This is an optimization exercise on Yosys and OpenROAD, whose aim is small area, not a production implementation.
Only simulation tests tie the RTL to the original design; equivalence was not proved.
No driver is modelled on the clock port, so clocking that relies on it looks cheaper here than on a real chip.
Power and IR drop assume default switching activity.

`flow/flow/abc_area.script`:
```
strash
&get -n
&fraig -x
&put
scorr
dc2
strash
if -K 4
mfs2 -W 4
strash
dc2
dch -f
amap -m -F 4 -A 8
topo
stime -c
dnsize -c
```
`flow/flow/post_cts.tcl`:
```
set limit $::env(LEAF_SLEW_NS)
set_propagated_clock [all_clocks]
estimate_parasitics -placement
set changed 0
foreach inst [[ord::get_db_block] getInsts] {
  if {[[$inst getMaster] getName] ne "sky130_fd_sc_hd__clkbuf_4"} { continue }
  set net [[$inst findITerm X] getNet]
  set worst 0.0
  set n 0
  foreach it [$net getITerms] {
    if {[$it isOutputSignal]} { continue }
    set pin [get_pins [$it getName]]
    incr n
    foreach e {slew_max_rise slew_max_fall} {
      set s [get_property $pin $e]
      if {$s > $worst} { set worst $s }
    }
  }
  if {$worst > $limit} {
    puts "post_cts: [$inst getName] drives $n sinks at [format %.3f $worst] ns, upsizing to buf_6"
    replace_cell [$inst getName] sky130_fd_sc_hd__buf_6
    incr changed
  } else {
    puts "post_cts: [$inst getName] drives $n sinks at [format %.3f $worst] ns, kept"
  }
}
if {$changed} {
  detailed_placement
  check_placement -verbose
}
```
`flow/flow/synth_dont_use.txt`:
```
sky130_fd_sc_hd__lpflow_bleeder_1
sky130_fd_sc_hd__lpflow_clkbufkapwr_1
sky130_fd_sc_hd__lpflow_clkbufkapwr_16
sky130_fd_sc_hd__lpflow_clkbufkapwr_2
sky130_fd_sc_hd__lpflow_clkbufkapwr_4
sky130_fd_sc_hd__lpflow_clkbufkapwr_8
sky130_fd_sc_hd__lpflow_clkinvkapwr_1
sky130_fd_sc_hd__lpflow_clkinvkapwr_16
sky130_fd_sc_hd__lpflow_clkinvkapwr_2
sky130_fd_sc_hd__lpflow_clkinvkapwr_4
sky130_fd_sc_hd__lpflow_clkinvkapwr_8
sky130_fd_sc_hd__lpflow_decapkapwr_12
sky130_fd_sc_hd__lpflow_decapkapwr_3
sky130_fd_sc_hd__lpflow_decapkapwr_4
sky130_fd_sc_hd__lpflow_decapkapwr_6
sky130_fd_sc_hd__lpflow_decapkapwr_8
sky130_fd_sc_hd__lpflow_inputiso0n_1
sky130_fd_sc_hd__lpflow_inputiso0p_1
sky130_fd_sc_hd__lpflow_inputiso1n_1
sky130_fd_sc_hd__lpflow_inputiso1p_1
sky130_fd_sc_hd__lpflow_inputisolatch_1
sky130_fd_sc_hd__lpflow_isobufsrc_1
sky130_fd_sc_hd__lpflow_isobufsrc_16
sky130_fd_sc_hd__lpflow_isobufsrc_2
sky130_fd_sc_hd__lpflow_isobufsrc_4
sky130_fd_sc_hd__lpflow_isobufsrc_8
sky130_fd_sc_hd__lpflow_isobufsrckapwr_16
sky130_fd_sc_hd__lpflow_lsbuf_lh_hl_isowell_tap_1
sky130_fd_sc_hd__lpflow_lsbuf_lh_hl_isowell_tap_2
sky130_fd_sc_hd__lpflow_lsbuf_lh_hl_isowell_tap_4
sky130_fd_sc_hd__lpflow_lsbuf_lh_isowell_4
sky130_fd_sc_hd__lpflow_lsbuf_lh_isowell_tap_1
sky130_fd_sc_hd__lpflow_lsbuf_lh_isowell_tap_2
sky130_fd_sc_hd__lpflow_lsbuf_lh_isowell_tap_4
sky130_fd_sc_hd__probe_p_8
sky130_fd_sc_hd__probec_p_8
sky130_fd_sc_hd__nor3_1
sky130_fd_sc_hd__nor4_1
```
`flow/constraint.sdc`:
```
create_clock -name core_clock -period 5.0 [get_ports {clk}]
set_input_delay 1.0000 -clock core_clock [delete_from_list [all_inputs] [get_ports {clk}]]
set_output_delay 1.0000 -clock core_clock [all_outputs]
set_load 0.01 [all_outputs]
```
`flow/standard.sh`:
```
#!/bin/bash
# synth_recipe.tcl (not shown) runs the flow's synth.tcl, then flattens the netlist and writes it again
# the make line also repeats each setting of config.mk as NAME=value (left out here)
make -C /OpenROAD-flow-scripts/flow DESIGN_CONFIG=/design/flow/config.mk WORK_HOME=/design/flow/orfs CLKGATE_MAP_FILE= SYNTH_SCRIPT=/design/flow/synth_recipe.tcl "${@:-finish}"
```
`flow/flow/run.sh`:
```
#!/bin/bash
# The standard ORFS layout (standard.sh), with these changes:
#  - synthesis maps the logic with an area-oriented ABC script (flow/abc_area.script in
#    place of ORFS's abc_speed.script); everything before ABC, the flip-flop mapping
#    included, is unchanged, so the registers are the standard synthesis's;
#  - no half/full adder cells (ADDER_MAP_FILE empty): ABC maps adders with the rest;
#  - synthesis does not use nor3_1 and nor4_1;
#  - port buffers are buf_1;
#  - the clock tree is clkbuf_4 leaves under a clkbuf_16 root with no dummy loads, and
#    flow/post_cts.tcl upsizes a leaf whose estimated sink slew is over LEAF_SLEW_NS to buf_6.
# Each step's full output goes to a log file in this folder (and ORFS's own logs under orfs/logs).
set -euo pipefail
WORK=$PWD

rm -rf "$WORK/synth_scripts"
cp -r "$FLOW_HOME/scripts" "$WORK/synth_scripts"
cp "$WORK/flow/abc_area.script" "$WORK/synth_scripts/abc_speed.script"

# Synthesis's don't-use list: the platform's, plus nor3_1 and nor4_1, whose small
# max-capacitance limits make the resizer buffer them when ABC has them drive the
# 8 bits of a FIFO slot.
SYNTH_DONT_USE="$(tr '\n' ' ' < "$WORK/flow/synth_dont_use.txt")"
export BUFFER_PORTS_ARGS="-buffer_cell sky130_fd_sc_hd__buf_1"
export CTS_ARGS="-sink_clustering_enable -repair_clock_nets -dont_use_dummy_load -sink_clustering_size 100 -sink_clustering_max_diameter 500 -buf_list sky130_fd_sc_hd__clkbuf_4 -root_buf sky130_fd_sc_hd__clkbuf_16"
export LEAF_SLEW_NS=0.110
export POST_CTS_TCL="$WORK/flow/post_cts.tcl"

bash standard.sh SCRIPTS_DIR="$WORK/synth_scripts" ADDER_MAP_FILE= DONT_USE_CELLS="$SYNTH_DONT_USE" synth > synth.log 2>&1
bash standard.sh finish > layout.log 2>&1
```
`flow/design.v`:
```
`timescale 1ns / 1ps
module FIFO #(
	parameter WIDTH = 8,
	parameter DEPTH = 8
	)(
	input clk,
	input rst_n,
	input [WIDTH - 1:0] writeData,
	input writeEn,
	input [$clog2(DEPTH) - 1:0] readPtr,
	input [$clog2(DEPTH) - 1:0] readSel,
	input readGate,
	output [WIDTH - 1:0] readData,
	input readEn,
	output full,
	output empty
	);
	localparam AW = $clog2(DEPTH);
	logic [AW - 1:0] writePtr;
	logic lastWrite;
	logic [WIDTH - 1:0] mem [DEPTH - 1:0];
	wire same = writePtr == readPtr;
	assign full = same & lastWrite;
	assign empty = same & ~lastWrite;
	logic [WIDTH - 1:0] readMux;
	always_comb begin
		readMux = 0;
		for (int k = 0; k < DEPTH; k++)
			readMux = readMux | (mem[k] & {WIDTH{readGate & (readSel == k)}});
	end
	assign readData = readMux;
	always @(posedge clk) begin
		if (~rst_n) begin
			writePtr <= 0;
			lastWrite <= 0;
		end else begin
			if (writeEn) writePtr <= writePtr + 1'd1;
			if (writeEn | readEn) lastWrite <= writeEn;
		end
	end
	always @(posedge clk) begin
		if (writeEn) mem[writePtr] <= writeData;
	end
endmodule
module RXFIFO #(
	parameter WIDTH = 8,
	parameter DEPTH = 8
	)(
	input clk,
	input rst_n,
	input shiftBit,
	input shiftEn,
	input commit,
	output [$clog2(DEPTH) - 1:0] writePtrOut,
	output [WIDTH - 1:0] readData,
	input readEn,
	output full,
	output empty
	);
	localparam AW = $clog2(DEPTH);
	logic [WIDTH - 1:0] readDataReg;
	logic [AW - 1:0] readPtr, writePtr;
	logic lastWrite;
	logic [WIDTH - 1:0] mem [DEPTH - 1:0];
	wire same = writePtr == readPtr;
	assign full = same & lastWrite;
	assign empty = same & ~lastWrite;
	assign readData = readDataReg;
	assign writePtrOut = writePtr;
	logic [WIDTH - 1:0] readMux;
	always_comb begin
		readMux = 0;
		for (int k = 0; k < DEPTH; k++)
			readMux = readMux | (mem[k] & {WIDTH{readPtr == k}});
	end
	always @(posedge clk) begin
		if (~rst_n) begin
			readPtr <= 0;
			writePtr <= 0;
			lastWrite <= 0;
			readDataReg <= 0;
		end else begin
			if (commit) writePtr <= writePtr + 1'd1;
			if (commit | readEn) lastWrite <= commit;
			if (readEn) begin
				readPtr <= readPtr + 1'd1;
				readDataReg <= readMux;
			end
		end
	end
	genvar i;
	generate
		for (i = 0; i < DEPTH; i = i + 1) begin : slot
			always @(posedge clk) begin
				if (shiftEn && writePtr == i) mem[i] <= {mem[i][WIDTH - 2:0], shiftBit};
			end
		end
	endgenerate
endmodule
`timescale 1ns / 1ps
module clkPrescale (
		input clk,
		input rst_n,
		input prescaleEn,
		input [7:0] prescale1,
		input [7:0] prescale2,
		output SCKTick
	);
	logic [7:0] count1, count2;
	logic SCKTickReg;
	assign SCKTick = SCKTickReg;
	wire [8:0] next1 = count1 + 1'd1;
	wire match1 = next1[8];
	wire [8:0] next2 = count2 + match1;
	wire match = next2[8];
	always @(posedge clk) begin
		if (~rst_n || ~prescaleEn) begin
			count1 <= ~prescale1;
			count2 <= ~prescale2;
			SCKTickReg <= 0;
		end else begin
			SCKTickReg <= match;
			count1 <= match1 ? ~prescale1 : next1[7:0];
			count2 <= match ? ~prescale2 : next2[7:0];
		end
	end
endmodule
`timescale 1ns / 1ps
module SPIMaster #(
	parameter WIDTH = 8,
	parameter TxFIFODepth = 8,
	parameter RxFIFODepth = 8
	)(
	input clk,
	input rst_n,
    output CS_n,
    output SCK,
    output MOSI,
    input MISO,
	output [WIDTH - 1:0] RXdata,
	input readEn,
	output RXFIFOempty,
	output RXFIFOfull,
	output TXFIFOempty,
	output TXFIFOfull,
	input [WIDTH - 1:0] TXdata,
	input writeEn,
	input startTransaction,
	output doneTransaction,
	input [7:0] prescale1,
	input [7:0] prescale2
	);
	localparam [4:0] IDLE = 5'b00000;
	localparam [4:0] START = 5'b00010;
	localparam [4:0] LOAD = 5'b00100;
	localparam [4:0] END1 = 5'b00101;
	localparam [4:0] END2 = 5'b00011;
	localparam [4:0] SEND0 = 5'b10000;
	localparam [4:0] SENDLAST = 5'b11111;
	logic [4:0] state;
	logic [WIDTH - 1:0] shiftOut;
	wire idle = ~(state[4] | state[2] | state[1] | state[0]);
	wire sending = state[4];
	wire active = state[4] | state[0];
	wire inFlight = state[4] | state[2];
	wire lastBit = state == SENDLAST;
	wire isStart = ~state[4] & state[1] & ~state[0];
	wire isLoad = ~state[4] & state[2] & ~state[0];
	wire isEnd = ~state[4] & state[0];
	assign CS_n = idle;
	assign doneTransaction = idle;
	assign SCK = state[0];
	assign MOSI = shiftOut[WIDTH - 1] & active;
	logic SCKTick;
	clkPrescale prescaler (
		.clk(clk),
		.rst_n(rst_n),
		.prescaleEn(active),
		.prescale1(prescale1),
		.prescale2(prescale2),
		.SCKTick(SCKTick)
	);
	logic [$clog2(RxFIFODepth) - 1:0] rxWritePtr;
	logic [WIDTH - 1:0] TXFIFOdata;
	FIFO #(.WIDTH(WIDTH), .DEPTH(TxFIFODepth)) TXFIFO (
		.clk(clk),
		.rst_n(rst_n),
		.writeData(TXdata),
		.writeEn(writeEn),
		.readPtr(rxWritePtr + inFlight),
		.readSel(rxWritePtr),
		.readGate(idle),
		.readData(TXFIFOdata),
		.readEn(isStart),
		.full(TXFIFOfull),
		.empty(TXFIFOempty)
	);
	RXFIFO #(.WIDTH(WIDTH), .DEPTH(RxFIFODepth)) RXFIFO (
		.clk(clk),
		.rst_n(rst_n),
		.shiftBit(MISO),
		.shiftEn(SCKTick & sending & ~state[0]),
		.commit(~state[4] & state[2] & state[0]),
		.writePtrOut(rxWritePtr),
		.readData(RXdata),
		.readEn(readEn),
		.full(RXFIFOfull),
		.empty(RXFIFOempty)
	);
	wire shiftNow = SCKTick & sending & state[0] & ~lastBit;
	wire holdNow = ~idle & ~shiftNow;
	always @(posedge clk)
		shiftOut <= TXFIFOdata | ({shiftOut[WIDTH - 2:0], 1'b0} & {WIDTH{shiftNow}}) | (shiftOut & {WIDTH{holdNow}});
	wire t = SCKTick;
	wire h15 = &state[3:0];
	wire [4:0] stateNext;
	assign stateNext[4] = isLoad | (sending & ~h15);
	assign stateNext[3] = sending & ~h15 & (state[3] ^ (t & state[0] & state[1] & state[2]));
	assign stateNext[2] = sending ? (h15 | (state[2] ^ (t & state[0] & state[1]))) : isStart;
	assign stateNext[1] = sending ? (~h15 & (state[1] ^ (t & state[0])))
	                              : ((idle & startTransaction) | (isEnd & ~t));
	assign stateNext[0] = sending ? (h15 | (state[0] ^ t)) : (isEnd & ~t);
	always @(posedge clk) begin
		if (~rst_n) state <= IDLE;
		else state <= stateNext;
	end
endmodule
```
`flow/config.mk`:
```
export PLATFORM = sky130hd
export DESIGN_NAME = SPIMaster
export DESIGN_NICKNAME = SPIMaster
export VERILOG_FILES = /design/flow/design.v
export SDC_FILE = /design/flow/constraint.sdc
export NUM_CORES = 4
export LEC_CHECK = 0
export CAP_MARGIN = 0
export CORE_MARGIN = 2
export CORE_UTILIZATION = 70
export SLEW_MARGIN = 0
```
==> results.txt, run 1 <==
Worst setup path:
- The number of buffers and inverters on the critical path is 2.
- The critical path goes through clkinv_1 -> o22ai_1 -> nor2_1 -> a211oi_1 -> o21ai_0 -> nor2b_1 -> buf_1.
- Grouping stages by cell kind, the critical path spends the most delay in compound AO/OA/AOI/OAI gates.
- The origin of the critical flop-to-flop path is prescaler.count1[0]$_DFF_P_.
- The slowest library cell on the worst path is sky130_fd_sc_hd__dfxtp_1.
- The worst setup path is of the reg2out kind.
- The maximum fanout along the worst path is 9.
- The biggest cell delay along the critical path is around 0.49 ns.
- For the worst setup path, the data required time is 4.00 ns.
- The worst setup path is launched from a flip-flop.
- For the worst flop-to-flop path, the logic depth is 9.
- The critical path endpoint is TXFIFOfull.
- The capturing point of the worst reg2reg path is prescaler.count2[4]$_DFF_P_.
- The register-to-register path setup slack is about 2.4 ns.
- STA puts the critical path data arrival time at 2.11 ns.
- The critical path capture point type is an output port.
- The most critical setup path has its startpoint at RXFIFO.writePtr[2]$_SDFFE_PN0P_.
- The critical path runs through a total of 7 cells.

Route:
- In the final routing, the length of wire on met1 measures 5.46 mm.
- For this run, design rule violations remaining after detail routing come to 0.
- The detailed router placed 4278 vias in this run.
- Detailed routing placed a total of 6.36 mm of wire on met2.
- The detailed-routed wire length on met3 is ~1.4 mm.
- The sum of routed wire length over all layers is between 10 and 15 mm.
- For this block, the initial DRC count from the detailed router was around 480.
- The highest metal layer carrying signal wires in the routed design is met4.
- The number of nets with antenna violations after routing is 0.
- Dividing the detail-routed via count by the number of cells gives about 7.
- The number of detailed-routing iterations run before antenna repair is 8.
- The routed length per instance is ~22 um.

Synth:
- Summing every instance area after synthesis gives 0.00644 mm^2.
- The unique cell type count in the Yosys netlist is 27.
- Each instance of the synthesized netlist takes up on average between 10 and 15 um^2.
- During synthesis, Yosys emitted a total of 5 warnings.
- After synthesis, flip-flops and latches occupy ~75% of the total area.
- The register bit total from synthesis is between 150 and 200.
- The net count of the mapped netlist is ~470.
- The number of standard cells after synthesis is ~440.

STA:
- In the finished design, the share of the clock period the worst path needs comes to 62.2%.
- The max-slew violation count was 0.
- The slew at the pin with the worst max-slew slack is just under 1 ns.
- The count of endpoints failing hold in the final timing report came to 0.
- The setup TNS is 0 ns.
- After layout, the worst setup slack is approximately 1.9 ns.
- The setup clock skew after layout is ~0.053 ns.
- Setup repair after global routing left no endpoint under its margin.
- The fmax is between 300 and 400 MHz.
- The minimum period implied by the final worst setup slack is roughly 3.1 ns.
- Across all hold checks on the routed design, the worst slack comes to 0.412 ns.
- The final-report setup violation count is 0.
- In this run the tightest slew margin relative to its limit is between 30 and 40%.

Global route:
- The initial antenna violation count was 0.
- The overall overflow remaining after global route is 0.
- The first-pass GRT wire length is 21.3 mm.
- The largest net degree at the start of global routing is 20.
- The number of global-route vias before repair is 4163.
- The total routing usage reported by global routing is roughly 29%.

Pwr:
- The share of total power dissipated in sequential elements is 68.0%.
- Summed over all cells, the static leakage comes to between 2 and 2.5 nW.
- Across the VDD grid, the largest voltage drop is approximately 210 uV.
- Net switching is between 20% and 30% of the power.
- Of the total power, the clock network draws 25.7%.
- The share of total power dissipated in combinational logic is roughly 6.3%.
- Cell internal power was estimated by the tool at 1.89 mW.
- The reported net switching power is roughly 0.52 mW.
- The total design power is 2.41 mW.
- Power spread over the standard cell area amounts to approximately 350 mW/mm^2.

Layout:
- The area used by multi-input combinational logic is ~0.0015 mm^2.
- Relative to the synthesized area, the layout overhead comes to 7.21%.
- The number of antenna diodes in the final layout is 0.
- The post-route netlist has approximately 3.4% of its cells at a drive strength greater than 1.
- The net count of the finished layout is approximately 540.
- Summing all flip-flop and latch instances after layout gives a little under 0.005 mm^2.
- Fill cells in the final layout number between 500 and 600.

Die:
- The core region is 0.00881 mm^2.
- The die extent in x is approximately 100 um.
- The initialized floorplan defines 34 standard-cell rows.
- The initial utilization of the core area, before any placement, comes to about three quarters.
- The number of ports placed on the die boundary is 46.
- From bottom edge to top edge, the die measures 99.9 um.
- The floorplan die area is 0.00998 mm^2.

Clock tree:
- The number of sinks handled by clock tree synthesis is 177.
- The CTS tree is built.
- For the worst-skew pair, the clock arrives at the later sink with an insertion delay of approximately 0.37 ns.
- The clock slew at the register clock pins of the worst setup and hold paths is approximately 0.10 ns.

Worst hold path:
- The min-delay analysis places its worst path in the category reg2reg.

Run:
- The tool flagged a number of max-cap violations equal to 0.

Placement:
- Input and output buffers added on the ports amount to 45.
- The worst slack after detailed placement is 2.08 ns.
- The half-perimeter wire length after detailed placement is 9.26 mm.
- The final RePlAce weighted congestion is 0.864.

Outcome:
- The run finished with no timing, DRC or antenna violations.
## per-layer routing
metal,global-route usage (%),vias up
li1,-,1938
met1,40.6,2038
met2,43.3,264
met3,7.10,38
met4,11.7,0
met5,0,-
## cell usage after synthesis
cell type / instances / share of area [%]
sky130_fd_sc_hd__o22ai_1: 6 / 0.58
sky130_fd_sc_hd__and3_1: 26 / 2.5
sky130_fd_sc_hd__dfxtp_1: 49 / 15
sky130_fd_sc_hd__o32ai_1: 14 / 1.9
sky130_fd_sc_hd__nand3_1: 11 / 0.85
sky130_fd_sc_hd__o21a_1: 2 / 0.23
sky130_fd_sc_hd__a21o_1: 1 / 0.12
sky130_fd_sc_hd__o32a_1: 2 / 0.31
sky130_fd_sc_hd__a221o_1: 1 / 0.16
sky130_fd_sc_hd__buf_4: 1 / 0.12
sky130_fd_sc_hd__a222oi_1: 34 / 5.3
sky130_fd_sc_hd__a221oi_1: 8 / 1.1
sky130_fd_sc_hd__clkinv_1: 26 / 1.5
sky130_fd_sc_hd__nor2_1: 51 / 3.0
sky130_fd_sc_hd__a211oi_1: 9 / 1.0
sky130_fd_sc_hd__a21oi_1: 7 / 0.54
sky130_fd_sc_hd__nand2_1: 17 / 0.99
sky130_fd_sc_hd__a31oi_1: 9 / 0.87
sky130_fd_sc_hd__o21ai_0: 14 / 1.1
sky130_fd_sc_hd__a22oi_1: 8 / 0.93
sky130_fd_sc_hd__nor2b_1: 4 / 0.39
sky130_fd_sc_hd__o2111ai_1: 1 / 0.14
sky130_fd_sc_hd__o221ai_1: 1 / 0.14
sky130_fd_sc_hd__nand4_1: 7 / 0.68
sky130_fd_sc_hd__and2_0: 4 / 0.39
sky130_fd_sc_hd__edfxtp_1: 128 / 60
sky130_fd_sc_hd__or2_0: 2 / 0.19
## power by group through the flow
stage,sequential (mW),clock [mW],combinational [mW]
global placement,1.67,0,0.143
detailed placement,1.67,0,0.150
finish,1.64,0.619,0.153
global route,1.64,0.673,0.168
floorplan,1.66,0,0.0940
## worst min-delay path by stage
stage | from | endpoint | cells after the start
2_1_floorplan | TXFIFO.mem[5][3]$_DFFE_PP_ | shiftOut[3]$_DFF_P_ | 2
3_3_place_gp | RXFIFO.mem[1][1]$_DFFE_PP_ | RXFIFO.mem[1][2]$_DFFE_PP_ | 0
3_5_place_dp | RXFIFO.mem[3][5]$_DFFE_PP_ | RXFIFO.mem[3][6]$_DFFE_PP_ | 0
5_1_grt | RXFIFO.mem[4][2]$_DFFE_PP_ | RXFIFO.mem[4][3]$_DFFE_PP_ | 0
6_report | RXFIFO.mem[4][2]$_DFFE_PP_ | RXFIFO.mem[4][3]$_DFFE_PP_ | 0
## registers in the layout, indices dropped and copies added, names as in the netlist
signal,flops
TXFIFO.writePtr,3
RXFIFO.readDataReg,8
prescaler.SCKTickReg,1
TXFIFO.mem,64
RXFIFO.mem,64
TXFIFO.lastWrite,1
RXFIFO.writePtr,3
shiftOut,8
RXFIFO.readPtr,3
prescaler.count1,8
RXFIFO.lastWrite,1
prescaler.count2,8
state,5
## placed cells by master (no fill, tap or decap), drive strengths merged, types with 2 or more instances in the layout
master | Yosys | routed
nor2b | 4 | 4
dfxtp | 49 | 49
edfxtp | 128 | 128
buf | 1 | 51
o32a | 2 | 2
a211oi | 9 | 9
a222oi | 34 | 34
o21ai | 14 | 14
o32ai | 14 | 14
nand2 | 17 | 17
a31oi | 9 | 9
clkinv | 26 | 26
a221oi | 8 | 8
a21oi | 7 | 7
nand3 | 11 | 11
nand4 | 7 | 7
nor2 | 51 | 51
o22ai | 6 | 6
and2 | 4 | 4
o21a | 2 | 2
clkbuf | 0 | 11
a22oi | 8 | 8
or2 | 2 | 2
and3 | 26 | 26
## stage by stage
step | instance area, um^2 | util, % | cells
2_1_floorplan | 6440 | - | 443
3_3_place_gp | 6740 | 76.5 | 595
3_5_place_dp | 6740 | 76.5 | 595
5_1_grt | 6900 | 78.4 | 612
6_report | 6900 | 78.4 | 612
## worst reg2reg max path: stages (launching register included)
cell,delay (ns)
sky130_fd_sc_hd__dfxtp_1,0.36
sky130_fd_sc_hd__and3_1,0.20
sky130_fd_sc_hd__and3_1,0.20
sky130_fd_sc_hd__and3_1,0.20
sky130_fd_sc_hd__and3_1,0.21
sky130_fd_sc_hd__and3_1,0.21
sky130_fd_sc_hd__and3_1,0.20
sky130_fd_sc_hd__and3_1,0.21
sky130_fd_sc_hd__a21oi_1,0.49
sky130_fd_sc_hd__o32ai_1,0.16
## kinds of logic (layout without fill, tap and decap cells)
kind of cell | count (synthesis) | after routing | share of synthesized area [%]
buf+inv | 27 | 88 | 1.63
compound gates | 117 | 117 | 14.4
simple gates | 122 | 122 | 9.00
flops | 177 | 177 | 74.9
## final cells by class
type                            count  area share [%]
Sequential cell                   177            69.9
Multi-Input combinational cell    239            21.9
Tap cell                          108            1.96
Inverter                           26            1.41
Clock buffer                       17            2.43
Timing Repair Buffer               45            2.45
==> inputs of run 2 (changes only) <==
--- a/flow/flow/run.sh
+++ b/flow/flow/run.sh
@@ -7,5 +7,6 @@
 #  - synthesis does not use nor3_1 and nor4_1;
 #  - port buffers are buf_1;
-#  - the clock tree is clkbuf_4 leaves under a clkbuf_16 root with no dummy loads, and
+#  - the clock tree is buf_4 leaves under a buf_4 root with no dummy loads (buf_4 drives
+#    a little better than clkbuf_4 in the same area), and
 #    flow/post_cts.tcl upsizes a leaf whose estimated sink slew is over LEAF_SLEW_NS to buf_6.
 # Each step's full output goes to a log file in this folder (and ORFS's own logs under orfs/logs).
@@ -22,5 +23,5 @@
 SYNTH_DONT_USE="$(tr '\n' ' ' < "$WORK/flow/synth_dont_use.txt")"
 export BUFFER_PORTS_ARGS="-buffer_cell sky130_fd_sc_hd__buf_1"
-export CTS_ARGS="-sink_clustering_enable -repair_clock_nets -dont_use_dummy_load -sink_clustering_size 100 -sink_clustering_max_diameter 500 -buf_list sky130_fd_sc_hd__clkbuf_4 -root_buf sky130_fd_sc_hd__clkbuf_16"
+export CTS_ARGS="-sink_clustering_enable -repair_clock_nets -dont_use_dummy_load -sink_clustering_size 100 -sink_clustering_max_diameter 500 -buf_list sky130_fd_sc_hd__buf_4 -root_buf sky130_fd_sc_hd__buf_4"
 export LEAF_SLEW_NS=0.110
 export POST_CTS_TCL="$WORK/flow/post_cts.tcl"
--- a/flow/flow/post_cts.tcl
+++ b/flow/flow/post_cts.tcl
@@ -4,5 +4,6 @@
 set changed 0
 foreach inst [[ord::get_db_block] getInsts] {
-  if {[[$inst getMaster] getName] ne "sky130_fd_sc_hd__clkbuf_4"} { continue }
+  if {[[$inst getMaster] getName] ne "sky130_fd_sc_hd__buf_4"} { continue }
+  if {[[[$inst findITerm A] getNet] getName] eq "clk"} { continue }
   set net [[$inst findITerm X] getNet]
   set worst 0.0
==> run 2 against run 1 <==
Clock power decreased by 3.9%. Synthesized cell count unchanged. Largest power group unchanged. Area after synthesis unchanged. Flip-flop and latch count unchanged. Clock skew decreased by 0.010 ns. Critical path type unchanged. Power decreased by 0.95%. Wire length increased by 0.10%. Still clean on timing, DRC and antenna. Via count decreased by 0.37%. Fmax decreased by 3.6%. Sequential share of layout area increased by 0.22 points. Die area unchanged.
==> results.txt, run 2 <==
Placement:
- The half-perimeter wire length after detailed placement is a little over 9 mm.
- The cell area after placement is between 0.006 and 0.007 mm^2.
- The number of buffers added on ports is 45.
- The final RePlAce weighted congestion is between 0.8 and 0.9.
- Prior to clock tree synthesis, the placed netlist has a worst setup slack of roughly 2.1 ns.
- The total placed cells including tap cells is a little under 600.

Pwr:
- Of the total power, registers draw 68.6%.
- The share of total power dissipated in combinational logic is 6.4%.
- Cell internal power was estimated by the tool at about 1.9 mW.
- The analysis attributes to net switching a power of 0.525 mW.
- The completed layout was analyzed and its total power is approximately 2.4 mW.
- For this design the static power due to leakage is around 2.2 nW.
- Net switching is between 20% and 30% of the power.
- In this run the power density over the cells is approximately 350 mW/mm^2.
- The clock network power share is approximately 25%.
- The worst-case IR drop observed on VDD is approximately 210 uV.

Route:
- In the routed design, unresolved DRC markers number 0.
- The final layout contains routed wiring with a total length of 13.6 mm.
- Across all layers, the routed design uses 4262 vias.
- Dividing the detail-routed wire length by the instance count gives ~22 um.
- Once detail routing completed, the nets flagged for antenna violations numbered 0.
- Dividing the detail-routed via count by the number of cells gives approximately 7.0.
- The number of design-rule violations left by the first detailed-router iteration is approximately 550.
- The number of detailed-routing iterations run before antenna repair is 6.

Worst hold path:
- In this run the worst hold path is classified as reg2reg.
- The number of cells on the worst hold path is 0.

STA:
- The max-slew violation count is 0.
- The setup TNS is 0 ns.
- Setup repair after global routing left no endpoint under its margin.
- The smallest clock period supported by the final layout is computed as between 3 and 4 ns.
- Hold timing on the final database bottoms out at a slack of around 0.44 ns.
- The fmax is 310 MHz.
- The count of endpoints failing hold in the final timing report is 0.
- Between clock sinks in the finished design, the worst skew comes to between 0.04 and 0.05 ns.
- Setup slack closes at around 1.8 ns.
- In the finished design, the share of the clock period the worst path needs comes to between 60% and 70%.
- The final-report setup violation count is 0.
- The worst slew margin relative to its limit is approximately a third.
- For the pin with the worst max-slew slack, the measured transition is between 0.9 and 1 ns.

Clock tree:
- TritonCTS built the clock tree.
- Clock tree synthesis found a total of roughly 180 sinks.
- After clock tree synthesis, the clock-pin slew on the worst setup and hold paths is ~0.090 ns.
- The worst-skew pair later-pin latency is between 0.4 and 0.5 ns.

Synth:
- The predominant post-synthesis flop cell is sky130_fd_sc_hd__edfxtp_1.
- Averaged over all synthesized cells, the footprint is approximately 15 um^2.
- Synthesis inferred around 180 register bits.
- In the synthesized netlist the async set-or-reset flop fraction comes to 0%.
- sky130_fd_sc_hd__edfxtp_1 is the most common cell in the netlist.
- Counting distinct cell types in the post-synthesis netlist gives 27.
- The number of warnings printed during yosys synthesis is 5.
- In the synthesized netlist, the cells that appear most often are sky130_fd_sc_hd__edfxtp_1, sky130_fd_sc_hd__nor2_1, sky130_fd_sc_hd__dfxtp_1.
- The number of standard cells after synthesis is roughly 440.
- The cell taking the most area after synthesis is sky130_fd_sc_hd__edfxtp_1.
- The top cell type's share of synthesized area is 59.7%.
- The synthesized design contains ~130 enable-type register cells.
- Synthesis produced a netlist with a net count of approximately 470.
- The fraction of the yosys area taken by sequential cells is between 70% and 80%.
- The mapped netlist covers 0.00644 mm^2.
- Sorting the synthesized cells by area gives the leading types as sky130_fd_sc_hd__edfxtp_1, sky130_fd_sc_hd__dfxtp_1, sky130_fd_sc_hd__a222oi_1.

Die:
- The initial standard-cell utilization of the core is about 73%.
- From bottom edge to top edge, the die measures approximately 100 um.
- From left edge to right edge, the die measures 99.9 um.
- The floorplan die area is approximately 0.01 mm^2.
- The placeable core area is 0.00881 mm^2.
- The number of ports placed on the die boundary is 46.
- The number of rows created at floorplan is 34.

Layout:
- The filler cell count in the final layout is ~530.
- Cells with a size suffix above 1 make up under 10% of the layout.
- In the final layout, the registers with the most flip-flops are RXFIFO.mem (64), TXFIFO.mem (64).
- Leaving out fill and tap cells, the most frequent cells in the layout are sky130_fd_sc_hd__edfxtp_1, sky130_fd_sc_hd__nor2_1, sky130_fd_sc_hd__dfxtp_1, sky130_fd_sc_hd__buf_1, sky130_fd_sc_hd__a222oi_1.
- Registers take around 0.0048 mm^2.
- The final net count is around 540.
- The area used by multi-input combinational logic is between 0.0015 and 0.002 mm^2.
- Cells fill between 70% and 80% of the core in the end.
- The final cell count without fillers is between 600 and 700.
- 0 antenna diodes ended up in the layout.
- The finished cells cover around 0.007 mm^2.
- From synthesis to final layout, the design area changed by 6.88%.
- The most common cell after layout, fill and taps aside is sky130_fd_sc_hd__edfxtp_1.

Worst setup path:
- Together, buffers and inverters on the worst path number 2.
- The data arrival time at the worst-slack endpoint is between 2 and 2.5 ns.
- The critical path capture point type is an output port.
- The maximum fanout along the worst path is 9.
- The register-to-register path setup slack is roughly 2.4 ns.
- In this design, the stage delay of the slowest critical-path cell is between 0.4 and 0.5 ns.
- The worst setup path is launched from a flip-flop.
- The worst setup path is of the reg2out kind.
- The depth of the worst register-to-register path is 9.
- In this design, the largest share of critical-path delay is due to compound AO/OA/AOI/OAI gates.
- Traced cell by cell, the critical path runs through clkinv_1 -> o22ai_1 -> nor2_1 -> a211oi_1 -> o21ai_0 -> nor2b_1 -> buf_1.
- The critical path runs through a total of 7 cells.
- The critical path required time is 4.00 ns.
- The slowest library cell on the worst path is sky130_fd_sc_hd__dfxtp_1.

Global route:
- Entering global routing, the biggest net connects 20 pins.
- The initial antenna violation count was 0.
- The first-pass GRT wire length is approximately 21 mm.
- The number of global-route vias before repair came to roughly 4200.
- The total overflow left after global routing is 0.
- The total routing usage reported by global routing is approximately 29%.

Outcome:
- The flow ran to the end and the layout has no timing, DRC or antenna violations.

Run:
- The reported max-cap violation count is 0.
==> run 2: final timing paths <==
| path | startpoint | endpoint |
|---|---|---|
| setup / recovery | RXFIFO.writePtr[2]$_SDFFE_PN0P_ | TXFIFOfull |
| hold / removal | RXFIFO.mem[2][1]$_DFFE_PP_ | RXFIFO.mem[2][2]$_DFFE_PP_ |
| setup reg to reg | prescaler.count1[0]$_DFF_P_ | prescaler.count2[4]$_DFF_P_ |
| hold reg to reg | RXFIFO.mem[2][1]$_DFFE_PP_ | RXFIFO.mem[2][2]$_DFFE_PP_ |
==> run 2: metal layers <==
layer	global-route usage, %	vias to the layer above	share of wire [%]
li1	-	1929	-
met1	40.6	2027	41
met2	43.6	276	47
met3	7.66	30	10
met4	11.0	0	2.4
met5	0	-	0
==> run 2: final cells by class <==
cell class / count / area share (%)
Clock buffer: 17 / 2.13
Inverter: 26 / 1.42
Multi-Input combinational cell: 239 / 21.9
Sequential cell: 177 / 70.1
Tap cell: 108 / 1.96
Timing Repair Buffer: 45 / 2.45
==> run 2: logic make-up (layout without fill, tap and decap cells) <==
family,Yosys count,in the layout,share of synthesized area (%)
DFF,177,177,74.9
and+or+nand+nor,122,122,9.00
buffers and inverters,27,88,1.63
AOI/OAI and AO/OA,117,117,14.4
==> run 2: worst reg2reg max path, stage by stage, from the launching register on <==
cell	delay, ns
sky130_fd_sc_hd__dfxtp_1	0.35
sky130_fd_sc_hd__and3_1	0.20
sky130_fd_sc_hd__and3_1	0.20
sky130_fd_sc_hd__and3_1	0.20
sky130_fd_sc_hd__and3_1	0.21
sky130_fd_sc_hd__and3_1	0.21
sky130_fd_sc_hd__and3_1	0.20
sky130_fd_sc_hd__and3_1	0.21
sky130_fd_sc_hd__a21oi_1	0.49
sky130_fd_sc_hd__o32ai_1	0.16
==> run 2: power groups by stage <==
stage	Clock, mW	Combinational (mW)	Sequential (mW)
after floorplan	0	0.0940	1.66
after global placement	0	0.143	1.67
after detailed placement	0	0.150	1.67
after global routing	0.648	0.168	1.64
final	0.595	0.153	1.64
==> inputs of run 3 (changes only) <==
--- a/flow/flow/abc_area.script
+++ b/flow/flow/abc_area.script
@@ -15,2 +15,8 @@
 stime -c
 dnsize -c
+strash
+dch -f
+amap -m -F 4 -A 8
+topo
+stime -c
+dnsize -c
--- a/flow/flow/post_cts.tcl
+++ b/flow/flow/post_cts.tcl
@@ -4,4 +4,5 @@
 set changed 0
 foreach inst [[ord::get_db_block] getInsts] {
+  if {![string match clkbuf* [$inst getName]]} { continue }
   if {[[$inst getMaster] getName] ne "sky130_fd_sc_hd__buf_4"} { continue }
   if {[[[$inst findITerm A] getNet] getName] eq "clk"} { continue }
==> run 3 against run 2 <==
Fmax grew 3.0%. Combinational power is 6% lower. Wire length down 4.7%. Count of clock-buffer cells in the layout unchanged. Critical path depth rose by 20. Core utilization shrank 0.16 points. Die area is 0.26% lower. Global-route usage fell by 1.2 points.
==> results.txt, run 3 <==
Outcome:
- The run finished with no timing, DRC or antenna violations.

Worst setup path:
- On the worst path, the slowest cell contributes a delay of about 0.47 ns.
- The critical path required time is between 5 and 6 ns.
- The slowest library cell on the worst path is sky130_fd_sc_hd__a21oi_1.
- The type of the setup path with the least slack is reg2reg.
- The data arrival time at the worst-slack endpoint is approximately 3.5 ns.
- The maximum fanout along the worst path is 8.
- The kind of start point of the critical path is a flip-flop.
- STA classifies the critical path endpoint as a flip-flop.

Synth:
- Summed over its instances, the top area cell type makes up between 50% and 60% of the synthesized netlist area.
- By instance count, the leading cell after synthesis is sky130_fd_sc_hd__edfxtp_1.
- Summing the areas of all fa, ha and maj instances in the mapped netlist gives 0% of the synthesized area.
- The number of flops mapped to enable cells by yosys is around 130.
- The number of nets handed over by synthesis was approximately 480.
- Yosys attributes the largest share of cell area to sky130_fd_sc_hd__edfxtp_1, sky130_fd_sc_hd__dfxtp_1, sky130_fd_sc_hd__a222oi_1.
- Measured against the total synthesized area, the mux share comes to 0%.
- The register bit total from synthesis is roughly 180.
- The dominant combinational cell family by area after synthesis is compound AO/OA/AOI/OAI gates.
- The area fraction in compound gates after synthesis is 14.5%.
- The number of warnings printed during yosys synthesis is 5.
- The predominant post-synthesis flop cell is sky130_fd_sc_hd__edfxtp_1.
- For this run, asynchronously set or reset flops after synthesis account for 0%.
- The netlist area before placement is around 0.0064 mm^2.
- Summing the sequential cell areas from Yosys gives ~75% of the chip area.
- The number of standard cells after synthesis is around 450.
- The post-synthesis xor/xnor area fraction is 0%.
- The share of synthesized cell area in and, or, nand and nor gates is under 10%.
- The commonest cells after synthesis are sky130_fd_sc_hd__edfxtp_1, sky130_fd_sc_hd__dfxtp_1, sky130_fd_sc_hd__nor2_1.
- A synthesized cell averages 14.2 um^2.
- The cell taking the most area after synthesis is sky130_fd_sc_hd__edfxtp_1.
- The unique cell type count in the Yosys netlist is 25.

Pwr:
- The total power density per cell area is between 300 and 400 mW/mm^2.
- The part of the power in combinational logic is approximately 6.0%.
- The part of the power in registers is between 60% and 70%.
- The reported net switching power is 0.516 mW.
- The leakage power is around 2.2 nW.
- In this run, the clock network consumes between 20% and 30% of the power.
- Net switching is around 22% of the power.
- The maximum VDD drop is 178 uV.
- The total design power is ~2.4 mW.
- The internal power of the cells totals around 1.9 mW.

Route:
- The number of detailed-routing iterations run before antenna repair is 7.
- For this block, the initial DRC count from the detailed router was approximately 470.
- The DRC violation count after routing is 0.
- The routed layout has about 4200 vias.
- The sum of routed wire length over all layers is about 13 mm.
- After detailed routing, the average wire length per cell comes to 20.9 um.
- The average via count per standard cell is about 6.7.
- Once detail routing completed, the nets flagged for antenna violations numbered 0.

Global route:
- The total routing usage reported by global routing is 27.5%.
- The number of global-route vias before repair came to approximately 4000.
- After global routing the overflow that remains totals 0.
- The initial antenna violation count is 0.
- The first global-routing pass estimated just over 20 mm of wire.
- The largest net degree at the start of global routing is 19.

Layout:
- The most common cell after layout, fill and taps aside is sky130_fd_sc_hd__edfxtp_1.
- Cells fill between 70% and 80% of the core in the end.
- 0 antenna diodes ended up in the layout.
- Fill cells in the final layout number 540.
- The largest registers in the layout are RXFIFO.mem (64), TXFIFO.mem (64).
- The library cells used most frequently in the layout, excluding fill and tap cells, are sky130_fd_sc_hd__edfxtp_1, sky130_fd_sc_hd__dfxtp_1, sky130_fd_sc_hd__nor2_1, sky130_fd_sc_hd__buf_1, sky130_fd_sc_hd__a222oi_1.
- The area growth from synthesis to final layout is 6.96%.
- The final net count is between 500 and 600.
- The fraction of layout cells with a size suffix above 1 is approximately 3.3%.
- After routing the design area is 0.00687 mm^2.

Die:
- The placeable core area is between 0.008 and 0.009 mm^2.
- The initial utilization of the core area, before any placement, comes to about 73%.
- The number of ports placed on the die boundary is 46.
- The die covers ~0.010 mm^2.
- Row generation in the floorplan step produced 34 rows.
- The die extent in x is between 90 and 100 um.
- The die height is between 90 and 100 um.

Clock tree:
- The clock reaches the later pin of the worst-skew pair after 0.48 ns.
- TritonCTS built the clock tree.
- The number of sinks handled by clock tree synthesis is between 150 and 200.
- After clock tree synthesis, the clock-pin slew on the worst setup and hold paths is 0.10 ns.

STA:
- The fmax is 319 MHz.
- Measured against its own limit, the worst slew margin works out to about a third.
- The max-slew violation count was 0.
- The count of endpoints failing hold in the final timing report came to 0.
- Setup repair after global routing left no endpoint under its margin.
- Setup violations remaining at the end of the flow were counted as 0.
- The worst path in the final design needs a cycle of about 3.1 ns, including I/O delays and setup.
- The slew at the pin with the worst max-slew slack is slightly below 1 ns.
- The final clock period utilization by the worst path is 62.6%.
- For the final database, setup skew stands at 0.0321 ns.
- The setup TNS is 0 ns.

Placement:
- The number of buffers added on ports is 45.
- The half-perimeter wire length after detailed placement is between 9 and 10 mm.
- Once placement finished, the instance area stood at ~0.0067 mm^2.
- The final RePlAce weighted congestion is ~0.81.

Worst hold path:
- The path class of the tightest hold or removal check is reg2reg.

Run:
- The reported max-cap violation count is 0.
-- run 3: cell count changes after synthesis, moves of 3 or more --
cell / delta
sky130_fd_sc_hd__a222oi_1: +3
sky130_fd_sc_hd__and2_0: -4
sky130_fd_sc_hd__and3_1: -6
sky130_fd_sc_hd__clkinv_1: +10
sky130_fd_sc_hd__nand2_1: +11
sky130_fd_sc_hd__nor2_1: -6
sky130_fd_sc_hd__o21ai_0: +12
sky130_fd_sc_hd__o22ai_1: +10
sky130_fd_sc_hd__o32ai_1: -14
-- run 3: worst max-delay path: cells and delay by family (launching register included) --
kind	cells	cell delay, ns
flops	1	0.33
compound gates	2	0.62
simple gates	13	1.17
buf+inv	12	0.88
-- run 3: stage by stage --
| stage | setup slack, ns | std cells | hold slack, ns |
|---|---|---|---|
| 5_1_grt | 1.28 | 621 | 0.459 |
| 2_1_floorplan | 2.25 | 452 | 0.421 |
| 6_report | 1.87 | 621 | 0.443 |
| 3_3_place_gp | 1.67 | 604 | 0.427 |
| 3_5_place_dp | 1.52 | 604 | 0.433 |
-- run 3: worst paths after layout --
path / startpoint / cells after the start / slack [ns] / to
max: prescaler.count1[0]$_DFF_P_ / 27 / 1.87 / prescaler.count2[5]$_DFF_P_
min: RXFIFO.mem[1][2]$_DFFE_PP_ / 0 / 0.44 / RXFIFO.mem[1][3]$_DFFE_PP_
max reg2reg: prescaler.count1[0]$_DFF_P_ / 27 / 1.87 / prescaler.count2[5]$_DFF_P_
min reg2reg: RXFIFO.mem[1][2]$_DFFE_PP_ / 0 / 0.44 / RXFIFO.mem[1][3]$_DFFE_PP_
-- run 3: kinds of logic after synthesis --
group	after synthesis
AO/OA/AOI/OAI	124
buffers and inverters	37
AND/OR/NAND/NOR	114
flip-flops	177
-- run 3: final cells by class --
class / instances / area, um^2 / share of cell area, %
flip-flops and latches: 177 / 4820 / 70.2
multi-input cells: 238 / 1450 / 21.2
repair buffers: 45 / 169 / 2.46
clock buffers: 17 / 150 / 2.19
inverters: 36 / 135 / 1.97
well taps: 108 / 135 / 1.97
-- run 3: layer usage --
metal / GRT usage (%) / wire (um) / up-vias
met5: 0 / 0 / -
li1: - / - / 1936
met2: 41.8 / 5960 / 238
met4: 10.4 / 263 / 0
met3: 6.55 / 1260 / 29
met1: 39.7 / 5460 / 1965
-- run 3: power by group through the flow --
stage               Clock, mW  Combinational [mW]  Sequential [mW]
global placement            0               0.137             1.66
floorplan                   0              0.0898             1.66
finish                  0.601               0.144             1.63
detailed placement          0               0.142             1.66
global route            0.648               0.159             1.64
==> inputs of run 4 (changes only) <==
--- a/flow/design.v
+++ b/flow/design.v
@@ -157,5 +157,4 @@
 	localparam [4:0] END2 = 5'b00011;
 	localparam [4:0] SEND0 = 5'b10000;
-	localparam [4:0] SENDLAST = 5'b11111;
 	logic [4:0] state;
 	logic [WIDTH - 1:0] shiftOut;
@@ -164,5 +163,4 @@
 	wire active = state[4] | state[0];
 	wire inFlight = state[4] | state[2];
-	wire lastBit = state == SENDLAST;
 	wire isStart = ~state[4] & state[1] & ~state[0];
 	wire isLoad = ~state[4] & state[2] & ~state[0];
@@ -208,8 +206,8 @@
 		.empty(RXFIFOempty)
 	);
-	wire shiftNow = SCKTick & sending & state[0] & ~lastBit;
+	wire shiftNow = SCKTick & state[0];
 	wire holdNow = ~idle & ~shiftNow;
 	always @(posedge clk)
-		shiftOut <= TXFIFOdata | ({shiftOut[WIDTH - 2:0], 1'b0} & {WIDTH{shiftNow}}) | (shiftOut & {WIDTH{holdNow}});
+		shiftOut <= TXFIFOdata | ({shiftOut[WIDTH - 2:0], shiftOut[0]} & {WIDTH{shiftNow}}) | (shiftOut & {WIDTH{holdNow}});
 	wire t = SCKTick;
 	wire h15 = &state[3:0];
==> run 4 against run 3 <==
First-iteration DRC count increased by 3.2%. Critical path depth is 20 lower. Wire length rose by 4.7%. Clock power decreased by 3%. Sequential share of layout area hardly changed. Power shrank 0.65%. Core utilization barely moved. Non-clock buffer count grew 1. Count of clock-buffer cells in the layout unchanged. Worst setup slack got worse by 0.088 ns. Synthesized cell count fell by 2.4%.
==> results.txt, run 4 <==
Outcome:
- The run finished with no timing, DRC or antenna violations.

Synth:
- The register bit total from synthesis is 177.
- The share of synthesized registers carrying an async set or reset is 0%.
- The top cell type's share of synthesized area is roughly three fifths.
- Ranked by total cell area, the synthesized netlist is headed by sky130_fd_sc_hd__edfxtp_1, sky130_fd_sc_hd__dfxtp_1, sky130_fd_sc_hd__a222oi_1.
- The biggest area contributor in the post-synthesis netlist is sky130_fd_sc_hd__edfxtp_1.
- Counting distinct cell types in the post-synthesis netlist gives 24.
- The Yosys step of the flow raised 5 warnings.
- Measured against the total synthesized area, the mux share comes to 0%.
- A synthesized cell averages 14.6 um^2.
- The area fraction in compound gates after synthesis is about 15%.
- By instance count, the leading cell after synthesis is sky130_fd_sc_hd__edfxtp_1.
- The synthesized netlist occupies a cell area of about 0.0064 mm^2.
- Synthesis produced a netlist with a net count of approximately 470.
- The number of flops mapped to enable cells by yosys is 128.
- Of the total synthesized cell area, the portion taken by AND, OR, NAND and NOR gates is ~8.3%.
- By area, the combinational part of the netlist is dominated by compound AO/OA/AOI/OAI gates.
- Sequential cells were found to cover about three quarters of the synthesized design area.
- In the synthesized netlist the dominant register cell turns out to be sky130_fd_sc_hd__edfxtp_1.
- The synthesized netlist devotes 0% of its cell area to XOR and XNOR gates.
- The synthesized-area fraction occupied by adder cells is 0%.
- The number of standard cells after synthesis is around 440.
- The commonest cells after synthesis are sky130_fd_sc_hd__edfxtp_1, sky130_fd_sc_hd__dfxtp_1, sky130_fd_sc_hd__nor2_1.

Worst hold path:
- The path type of the worst min-delay path is reg2reg.

Layout:
- In the final layout, the registers with the most flip-flops are RXFIFO.mem (64), TXFIFO.mem (64).
- Leaving out fill and tap cells, the most frequent cell in the layout is sky130_fd_sc_hd__edfxtp_1.
- Leaving out fill and tap cells, the most frequent cells in the layout are sky130_fd_sc_hd__edfxtp_1, sky130_fd_sc_hd__dfxtp_1, sky130_fd_sc_hd__buf_1, sky130_fd_sc_hd__nor2_1, sky130_fd_sc_hd__a222oi_1.
- The final net count is 535.
- The filler cell count in the final layout is 533.
- The final cell count without fillers is just over 600.
- The finished cells cover about 0.0069 mm^2.
- The number of antenna diodes in the final layout is 0.
- From synthesis to final layout, the design area changed by 6.96%.
- In the final layout, the share of cells above drive strength 1 is 3.58%.

Placement:
- After detailed placement, the total cell area comes to 0.00672 mm^2.
- Routability-driven placement finished with a final weighted congestion of just over 0.8.
- The number of placed instances, taps included, is 594.
- Detailed placement ended at an HPWL of roughly 9.3 mm.
- During placement, the flow inserted port buffers numbering 45.

Route:
- The sum of routed wire length over all layers is between 10 and 15 mm.
- For this run, design rule violations remaining after detail routing come to 0.
- The number of design-rule violations left by the first detailed-router iteration is 487.
- The number of nets with antenna violations after routing is 0.
- For this block, the via count after detailed routing is ~4300.
- After detailed routing, the number of vias per cell comes to between 6 and 7.
- The number of detailed-routing iterations run before antenna repair is 5.
- The routed length per instance is between 20 and 25 um.

Pwr:
- The maximum VDD drop is between 200 and 250 uV.
- The total design power is ~2.4 mW.
- In this run the power density over the cells is around 340 mW/mm^2.
- The analysis attributes to cell leakage a power of approximately 2.2 nW.

Global route:
- The first-pass GRT wire length is 20.9 mm.
- For this run, the total global-route usage over all layers was measured as between 20% and 30%.
- The number of global-route vias before repair is between 4000 and 5000.
- The overall overflow remaining after global route is 0.
- The initial antenna violation count came to 0.
- Entering global routing, the biggest net connects 17 pins.

Worst setup path:
- Setup slack on the worst reg-to-reg path comes out at approximately 2.5 ns.
- The critical path starts at RXFIFO.writePtr[0]$_SDFFE_PN0P_.
- Of all nets on the critical path, the largest fanout is 11.
- At the worst endpoint, the required time is about 4.0 ns.
- The critical path capture point type is an output port.
- Following the worst setup path forward leads to its endpoint at TXFIFOfull.
- The kind of start point of the critical path is a flip-flop.
- The worst register-to-register path begins at prescaler.count1[0]$_DFF_P_.
- The depth of the worst register-to-register path is 12.
- The worst register-to-register path ends at prescaler.count2[5]$_DFF_P_.
- The data arrival time at the worst-slack endpoint is about 2.2 ns.
- The setup path with the least slack is of type reg2out.

Die:
- The die extent in x is 99.8 um.
- The number of rows created at floorplan is 34.
- The floorplan step defined a die boundary enclosing about 0.010 mm^2.
- The initial standard-cell utilization of the core is 72.9%.
- The core region is around 0.0088 mm^2.
- In this run the count of I/O pins placed on the die edge is 46.
- The die is about 100 um tall.

STA:
- Clock skew on the completed layout was measured at around 0.04 ns.
- The count of endpoints failing hold in the final timing report is 0.
- The post-route worst hold slack is approximately 0.43 ns.
- The minimum period implied by the final worst setup slack is 3.22 ns.
- Setup repair after global routing left no endpoint under its margin.
- Timing would allow up to 311 MHz.
- In the finished design, the share of the clock period the worst path needs comes to around 64%.
- The max-slew violation count is 0.
- For the pin with the worst max-slew slack, the measured transition is between 0.9 and 1 ns.
- The worst slew margin relative to its limit is between 30 and 40%.
- In the final timing run, aggregate negative setup slack is 0 ns.
- The final-report setup violation count is 0.

Clock tree:
- TritonCTS built the clock tree.
- The number of sinks handled by clock tree synthesis is ~180.
- The worst-skew pair later-pin latency is ~0.48 ns.
- The clock slew at the register clock pins of the worst setup and hold paths is about 0.11 ns.

Run:
- Across the run, the number of max-cap violations was 0.
run 4: layout make-up:
class,count,area (um^2),area share [%]
tap,108,135,1.97
inverter,27,101,1.48
sequential,177,4820,70.3
clock buffer,17,143,2.08
multi-input combinational,236,1490,21.6
timing repair buffer,46,176,2.57
run 4: kinds of logic after synthesis:
family          Yosys count
compound gates          128
simple gates            108
buf+inv                  28
flops                   177
run 4: layer usage:
metal	global-route usage, %	share of wire (%)	vias up
met5	0	0	-
met4	8.22	1.2	0
met3	7.73	9.8	17
met2	44.8	48	240
met1	39.5	41	2080
li1	-	-	1927
run 4: how the worst min path moves through the flow:
stage                                     startpoint                         end  slack (ns)  cells after the start
after global placement    RXFIFO.mem[2][1]$_DFFE_PP_  RXFIFO.mem[2][2]$_DFFE_PP_        0.43                      0
after detailed placement  RXFIFO.mem[5][4]$_DFFE_PP_  RXFIFO.mem[5][5]$_DFFE_PP_        0.44                      0
final                     RXFIFO.mem[6][5]$_DFFE_PP_  RXFIFO.mem[6][6]$_DFFE_PP_        0.43                      0
after global routing      RXFIFO.mem[4][5]$_DFFE_PP_  RXFIFO.mem[4][6]$_DFFE_PP_        0.44                      0
after floorplan           RXFIFO.mem[0][0]$_DFFE_PP_  RXFIFO.mem[0][1]$_DFFE_PP_        0.43                      0
run 4: through the flow:
stage / setup slack, ns / utilization [%]
2_1_floorplan: 2.55 / -
3_3_place_gp: 1.84 / 76.4
3_5_place_dp: 1.59 / 76.4
5_1_grt: 1.59 / 78.0
6_report: 1.78 / 78.0
run 4: report_power, final:
group          internal [mW]  total, mW  switching (mW)
Combinational         0.0527      0.146          0.0934
Sequential              1.61       1.63          0.0257
Clock                  0.192      0.583           0.391
run 4: critical path, cell delays in order, from the launching register on:
cell and delay (ns):
sky130_fd_sc_hd__dfxtp_1 0.34, sky130_fd_sc_hd__clkinv_1 0.24, sky130_fd_sc_hd__nor2_1 0.27, sky130_fd_sc_hd__a21oi_1 0.09
sky130_fd_sc_hd__a221oi_1 0.30, sky130_fd_sc_hd__o221ai_1 0.22, sky130_fd_sc_hd__nor2b_1 0.15, sky130_fd_sc_hd__buf_1 0.16
==> inputs of run 5 (changes only) <==
--- a/flow/flow/abc_area.script
+++ b/flow/flow/abc_area.script
@@ -21,2 +21,8 @@
 stime -c
 dnsize -c
+strash
+dch -f
+amap -m -F 4 -A 8
+topo
+stime -c
+dnsize -c
==> run 5 against run 4 <==
Still clean. Worst setup slack improved by 0.041 ns. Area after synthesis fell by 0.18%. Largest cell class unchanged. Critical endpoint unchanged. Flip-flop and latch count did not move. Sequential share of layout area rose by 0.12 points. Largest power group unchanged. Via count fell by 0.89%. Critical path type unchanged.
==> results.txt, run 5 <==
Outcome:
- The run finished with no timing, DRC or antenna violations.

Route:
- In this run the remaining antenna-violating nets after routing total 0.
- The average via count per standard cell is 6.93.
- The number of detailed-routing iterations run before antenna repair is 6.
- The number of design-rule violations left by the first detailed-router iteration is roughly 490.
- The DRC violation count after routing is 0.
- After detailed routing, the average wire length per cell comes to around 22 um.
- The final layout contains routed wiring with a total length of 13.2 mm.
- The final route contains approximately 4200 vias.

STA:
- After layout, the minimum clock period comes to 3.18 ns.
- In the post-route analysis, the smallest setup slack over all paths is between 1.5 and 2 ns.
- The final clock period utilization by the worst path is 63.5%.
- At the pin with the least slew margin, the transition time is between 0.9 and 1 ns.
- Setup repair after global routing left no endpoint under its margin.
- The count of endpoints failing hold in the final timing report is 0.
- In the final timing run, aggregate negative setup slack is 0 ns.
- The max-slew violation count was 0.
- The final-report setup violation count is 0.
- Timing would allow up to roughly 310 MHz.
- Measured against its own limit, the worst slew margin works out to 36.2%.
- Across the routed clock network, the largest skew measured is between 0.03 and 0.04 ns.

Synth:
- In this run, synthesis produced a sequential element count of around 180.
- The number of flops mapped to enable cells by yosys is 128.
- The predominant post-synthesis flop cell is sky130_fd_sc_hd__edfxtp_1.
- The fraction of the yosys area taken by sequential cells is about 75%.
- In the post-synthesis netlist, the biggest area contributors are sky130_fd_sc_hd__edfxtp_1, sky130_fd_sc_hd__dfxtp_1, sky130_fd_sc_hd__a222oi_1.
- By count the netlist is led by sky130_fd_sc_hd__edfxtp_1, sky130_fd_sc_hd__dfxtp_1, sky130_fd_sc_hd__nor2_1.
- Yosys instantiated no cell more often than sky130_fd_sc_hd__edfxtp_1.
- The share of synthesized registers carrying an async set or reset is 0%.
- The netlist area before placement is ~0.0064 mm^2.
- The number of standard cells after synthesis is 440.
- After synthesis, the mean cell area works out to roughly 15 um^2.
- The net count of the mapped netlist is 470.
- The top cell type's share of synthesized area is between 50 and 60%.
- The cell taking the most area after synthesis is sky130_fd_sc_hd__edfxtp_1.
- The number of warnings printed during yosys synthesis is 5.
- The unique cell type count in the Yosys netlist is 25.

Worst setup path:
- For the worst setup path, the data arrival time is approximately 2.2 ns.
- The origin of the critical flop-to-flop path is prescaler.count1[0]$_DFF_P_.
- The capturing point of the worst reg2reg path is prescaler.count2[5]$_DFF_P_.
- The slowest library cell on the worst path is sky130_fd_sc_hd__dfxtp_1.
- The maximum fanout along the worst path is 9.
- The worst setup path is captured at an output port.
- Walking the worst path, the cells encountered are clkinv_1 -> o22ai_1 -> xor2_1 -> o2111ai_1 -> nor2b_1 -> buf_1.
- Counting cells, the worst reg-to-reg path comes to 12.
- STA classifies the critical path startpoint as a flip-flop.
- The type of the setup path with the least slack is reg2out.
- The critical path required time is around 4.0 ns.
- In this design, the stage delay of the slowest critical-path cell is around 0.48 ns.
- The register-to-register path setup slack is ~2.5 ns.

Placement:
- The wire-length estimate of the detail-placed layout is a little over 9 mm.
- The worst slack after detailed placement is 1.69 ns.
- During placement, the flow inserted port buffers numbering 45.
- In this run the cell area measured after placement is 0.00671 mm^2.
- The final RePlAce weighted congestion is approximately 0.86.

Pwr:
- In this run the static leakage power is roughly 2.2 nW.
- The total power density per cell area is 344 mW/mm^2.
- The maximum VDD drop is between 200 and 300 uV.

Global route:
- For this run the aggregate overflow at the end of global routing stands at 0.
- The initial antenna violation count is 0.
- In the global route stage, overall resource usage came out at between 20% and 30%.
- The number of global-route vias before repair is 4182.
- The first global-routing pass estimated 20.9 mm of wire.
- Entering global routing, the biggest net connects 18 pins.

Worst hold path:
- In this run the worst hold path is classified as reg2reg.
- The endpoint with the worst hold slack is RXFIFO.mem[6][5]$_DFFE_PP_.
- The beginning of the worst hold path is RXFIFO.mem[6][4]$_DFFE_PP_.
- Along the worst hold path, the cell count comes to 0.

Layout:
- The most common cell after layout, fill and taps aside is sky130_fd_sc_hd__edfxtp_1.
- The net count of the finished layout is between 500 and 600.
- The library cells used most frequently in the layout, excluding fill and tap cells, are sky130_fd_sc_hd__edfxtp_1, sky130_fd_sc_hd__dfxtp_1, sky130_fd_sc_hd__buf_1, sky130_fd_sc_hd__nor2_1, sky130_fd_sc_hd__a222oi_1.
- The area of all placed cells without fillers is a little under 0.007 mm^2.
- The final cell utilization of the core is between 70% and 80%.
- 0 antenna diodes ended up in the layout.
- In the final layout, the registers with the most flip-flops are RXFIFO.mem (64), TXFIFO.mem (64).
- Summing all multi-input logic gate instances after layout gives around 0.0015 mm^2.
- The sequential cells in the finished layout cover a total of slightly below 0.005 mm^2.
- The post-route netlist has 3.59% of its cells at a drive strength greater than 1.
- The filler cell count in the final layout is between 500 and 600.
- The area growth from synthesis to final layout is 6.97%.

Clock tree:
- The CTS tree is built.
- The number of sinks handled by clock tree synthesis is around 180.
- The clock slew at the register clock pins of the worst setup and hold paths is ~0.10 ns.
- The worst-skew pair later-pin latency is about 0.48 ns.

Die:
- The die extent in x is 99.7 um.
- The die covers between 0.009 and 0.01 mm^2.
- The placeable core area is a little under 0.009 mm^2.
- The number of rows created at floorplan is 34.
- The initial standard-cell utilization of the core is ~73%.
- 46 I/O pins were placed.
- The die height is roughly 100 um.

Run:
- The reported max-cap violation count is 0.
==> run 5: cells by family (layout without fill, tap and decap cells) <==
group           count (synthesis)  after routing  share of synthesized area [%]
buf+inv                        27             89                           1.64
simple gates                  107            107                           8.14
flops                         177            177                           75.3
xor+xnor                        1              1                          0.137
compound gates                128            128                           14.8
==> run 5: through the flow <==
| stage | std cells | hold slack [ns] | power, mW |
|---|---|---|---|
| 3_3_place_gp | 593 | 0.429 | 1.80 |
| 6_report | 610 | 0.436 | 2.36 |
| 5_1_grt | 610 | 0.458 | 2.43 |
| 3_5_place_dp | 593 | 0.432 | 1.80 |
| 2_1_floorplan | 440 | 0.425 | 1.75 |
==> run 5: cell type report <==
type / count / share of cell area (%)
flip-flops and latches: 177 / 70.4
multi-input cells: 236 / 21.6
repair buffers: 46 / 2.57
clock buffers: 17 / 2.08
well taps: 108 / 1.97
inverters: 26 / 1.42
==> run 5: how the worst max path moves through the flow <==
| stage | startpoint | endpoint | slack, ns |
|---|---|---|---|
| 2_1_floorplan | rst_n | prescaler.count1[0]$_DFF_P_ | 2.54 |
| 3_3_place_gp | rst_n | prescaler.count1[4]$_DFF_P_ | 1.81 |
| 3_5_place_dp | rst_n | prescaler.count1[4]$_DFF_P_ | 1.69 |
| 5_1_grt | RXFIFO.writePtr[0]$_SDFFE_PN0P_ | TXFIFOfull | 1.65 |
| 6_report | RXFIFO.writePtr[2]$_SDFFE_PN0P_ | TXFIFOfull | 1.82 |
==> run 5: routing by layer <==
| layer | wire [um] | share of wire (%) | global-route usage (%) |
|---|---|---|---|
| met3 | 1250 | 9.5 | 6.18 |
| met5 | 0 | 0 | 0 |
| met2 | 6400 | 48 | 44.5 |
| met4 | 255 | 1.9 | 10.1 |
| met1 | 5320 | 40 | 39.6 |
==> run 5: worst max-delay path: cells and delay by family (launching register included) <==
kind / cells / cell delay [ns]
simple gates: 1 / 0.17
xor+xnor: 1 / 0.18
flops: 1 / 0.48
compound gates: 2 / 0.44
buf+inv: 2 / 0.43
==> run 5: power breakdown <==
part / switching [mW] / total (mW) / internal [mW]
clock: 0.392 / 0.584 / 0.192
sequential: 0.0258 / 1.63 / 1.61
combinational: 0.0916 / 0.143 / 0.0510

## separate check: timing with driven ports
No port has a modelled driver above. Below, the same layouts with a new extraction and two added sets of constraints.
Step 1 (the two cells are an assumption about what drives the block):
set clk [get_ports {clk}]
set_driving_cell -lib_cell sky130_fd_sc_hd__clkbuf_16 $clk
set_driving_cell -lib_cell sky130_fd_sc_hd__buf_2 [delete_from_list [all_inputs] $clk]
Step 2 moves the port delays by t, midway between the first and last clock arrival at a register: inputs arrive t later, outputs are due t later. That takes back most of the time a late clock gives input paths.
Slacks: no drivers / after step 1 / after step 2; pairs: no drivers / after step 1.
| run | t (ns) | setup slack, ns | worst slew at a driven data input, ns |
|---|---|---|---|
| run 1 | 0.380 | 1.892 / 1.856 / 2.048 | 0.04 |
| run 2 | 0.490 | 1.775 / 1.745 / 2.052 | 0.04 |
| run 3 | 0.494 | 1.870 / 1.846 / 1.462 | 0.05 |
| run 4 | 0.490 | 1.782 / 1.749 / 1.562 | 0.05 |
| run 5 | 0.494 | 1.823 / 1.788 / 1.652 | 0.04 |
After both steps every run listed still meets setup and hold. The setup slack of run 3, which loses most, moves by -0.024 ns with the drivers and by -0.408 ns with both steps.
